From an optimization exercise on the open Yosys and OpenROAD flow, aimed at small area; shortcuts taken in it are not production practice. Only simulation tests tie the RTL to the original design; equivalence was not proved. Power is estimated from default activity; no workload was simulated.

## FFT_8point_16bit
module FFT_8point_16bit(
    input [15:0] x0,x1,x2,x3,x4,x5,x6,x7,
    input en,clk,rst,
    output [15:0] r7,r6,r5,r4,r3,r2,r1,r0,i7,i6,i5,i4,i3,i2,i1,i0);
  reg [120:0] q1;
  reg [119:0] q2, q3, q4, q5;
  reg [127:0] q6;
  reg [125:0] q7;
  reg [5:0] v;
  wire ok = en & ~rst;
  wire g = v[5] & ok;
  wire n_1;
  wire n_2;
  half_adder h2(x0[0], x4[0], n_1, n_2);
  wire n_3;
  wire n_4;
  full_adder f4(x0[1], x4[1], n_2, n_3, n_4);
  wire n_5;
  wire n_6;
  full_adder f6(x0[2], x4[2], n_4, n_5, n_6);
  wire n_7;
  wire n_8;
  full_adder f8(x0[3], x4[3], n_6, n_7, n_8);
  wire n_9;
  wire n_10;
  full_adder f10(x0[4], x4[4], n_8, n_9, n_10);
  wire n_11;
  wire n_12;
  full_adder f12(x0[5], x4[5], n_10, n_11, n_12);
  wire n_13;
  wire n_14;
  full_adder f14(x0[6], x4[6], n_12, n_13, n_14);
  wire n_15;
  wire n_16;
  full_adder f16(x0[7], x4[7], n_14, n_15, n_16);
  wire n_17;
  wire n_18;
  full_adder f18(x0[8], x4[8], n_16, n_17, n_18);
  wire n_19;
  wire n_20;
  full_adder f20(x0[9], x4[9], n_18, n_19, n_20);
  wire n_21;
  wire n_22;
  full_adder f22(x0[10], x4[10], n_20, n_21, n_22);
  wire n_23;
  wire n_24;
  full_adder f24(x0[11], x4[11], n_22, n_23, n_24);
  wire n_25;
  wire n_26;
  full_adder f26(x0[12], x4[12], n_24, n_25, n_26);
  wire n_27;
  ...
For scale: about 860 flip-flops, ~390 I/O pins.
export LEC_CHECK = 0
export CAP_MARGIN = 20
export CORE_MARGIN = 2
export CORE_UTILIZATION = 75
export SLEW_MARGIN = 20
export SYNTH_HIERARCHICAL = 1
create_clock -name core_clock -period 8.5 [get_ports {clk}]
standard.sh (not shown) runs the stock make flow with config.mk's settings and CLKGATE_MAP_FILE= SYNTH_SCRIPT=/design/flow/synth_recipe.tcl, a recipe that flattens the netlist after the stock synthesis.
==> flow/flow/run.sh <==
#!/bin/bash
# The standard layout (standard.sh, all ORFS steps), with three changes:
# the port buffers use the smallest buffer cell, and CTS inserts no dummy loads, and one tie cell drives all constant outputs.
set -o pipefail
export BUFFER_PORTS_ARGS="-buffer_cell sky130_fd_sc_hd__buf_1"
export SKIP_REPAIR_TIE_FANOUT=1
export CTS_ARGS="-sink_clustering_enable -repair_clock_nets -buf_list sky130_fd_sc_hd__clkbuf_8 -sink_clustering_size 20 -sink_clustering_max_diameter 50 -dont_use_dummy_load"
bash standard.sh > standard.log 2>&1
The starting point finished with timing, DRC and antenna clean.
Next try:
Settings changed: CORE_UTILIZATION 75 to 80.
- global-route usage goes up by 2.3 points
- sequential cell count stays the same
- core utilization grows by 4.8 points
- wire length rises by about 3.7%
- final area is about the same
- sequential share of layout area hardly moves
- power goes up by 2.1%
- count of clock-buffer cells in the layout fell by 1

---

Another version of the RTL of FFT_8point_16bit (not shown whole).
Size in the first run: about 2100 cells after synthesis, roughly 30000 µm² of cells after synthesis.
clock: 8.5 ns
lec_check: 0
cap_margin: 20
core_margin: 2
core_utilization: 60
cts_buf_list: sky130_fd_sc_hd__clkbuf_8
cts_cluster_diameter: 50
cts_cluster_size: 16
slew_margin: 20
synth_hierarchical: 1
run.sh (not shown) runs the stock make flow with config.mk's settings and CLKGATE_MAP_FILE= SYNTH_SCRIPT=/design/flow/synth_recipe.tcl, a recipe that flattens the netlist after the stock synthesis.
Stock flow here: none of the scripts above is used.
The starting point produced a clean layout.
Change:
- CORE_UTILIZATION: 60 -> 40
- CTS_BUF_LIST: sky130_fd_sc_hd__clkbuf_8 -> default
- CTS_CLUSTER_DIAMETER: 50 -> default
- CTS_CLUSTER_SIZE: 16 -> default
After rerunning: Synthesized cell count stays the same. Via count is higher slightly. Synthesized area does not change. First-iteration DRC count went down by roughly a tenth.

==> what the ideal ports hide <==
In the flow no input, the clock included, has a driving cell. The finished layouts below were timed again as built, in two steps.
Step 1 (the two cells are an assumption about what drives the block):
set clk [get_ports {clk}]
set_driving_cell -lib_cell sky130_fd_sc_hd__clkbuf_16 $clk
set_driving_cell -lib_cell sky130_fd_sc_hd__buf_2 [delete_from_list [all_inputs] $clk]
Step 2 adds t to the input delays and takes it off the output delays; t is the mean of the earliest and latest rising clock arrival at the registers after step 1. Input paths then give back, and output paths get back, about the clock's delay inside the block.
Slacks: ideal / step 1 / step 2; pairs: ideal / step 1.
run	shift t [ns]	setup WS [ns]	clock arrival spread, ns	worst register clock-pin slew, ns
the first run of note 1	0.685	0.594 / 0.621 / -0.064	0.069 / 0.069	0.11 / 0.11
the second run of note 1	0.645	0.627 / 0.658 / 0.013	0.067 / 0.066	0.12 / 0.12
the first run of note 2	0.682	0.202 / 0.234 / -0.448	0.036 / 0.035	0.10 / 0.10
the second run of note 2	0.678	0.228 / 0.268 / -0.410	0.020 / 0.020	0.06 / 0.06
Met with ideal ports but missed after step 2: setup timing in the first run of note 1, the first run of note 2 and the second run of note 2. For the first run of note 1, which loses most, drivers alone change the setup slack by +0.027 ns; drivers and shift together by -0.658 ns.
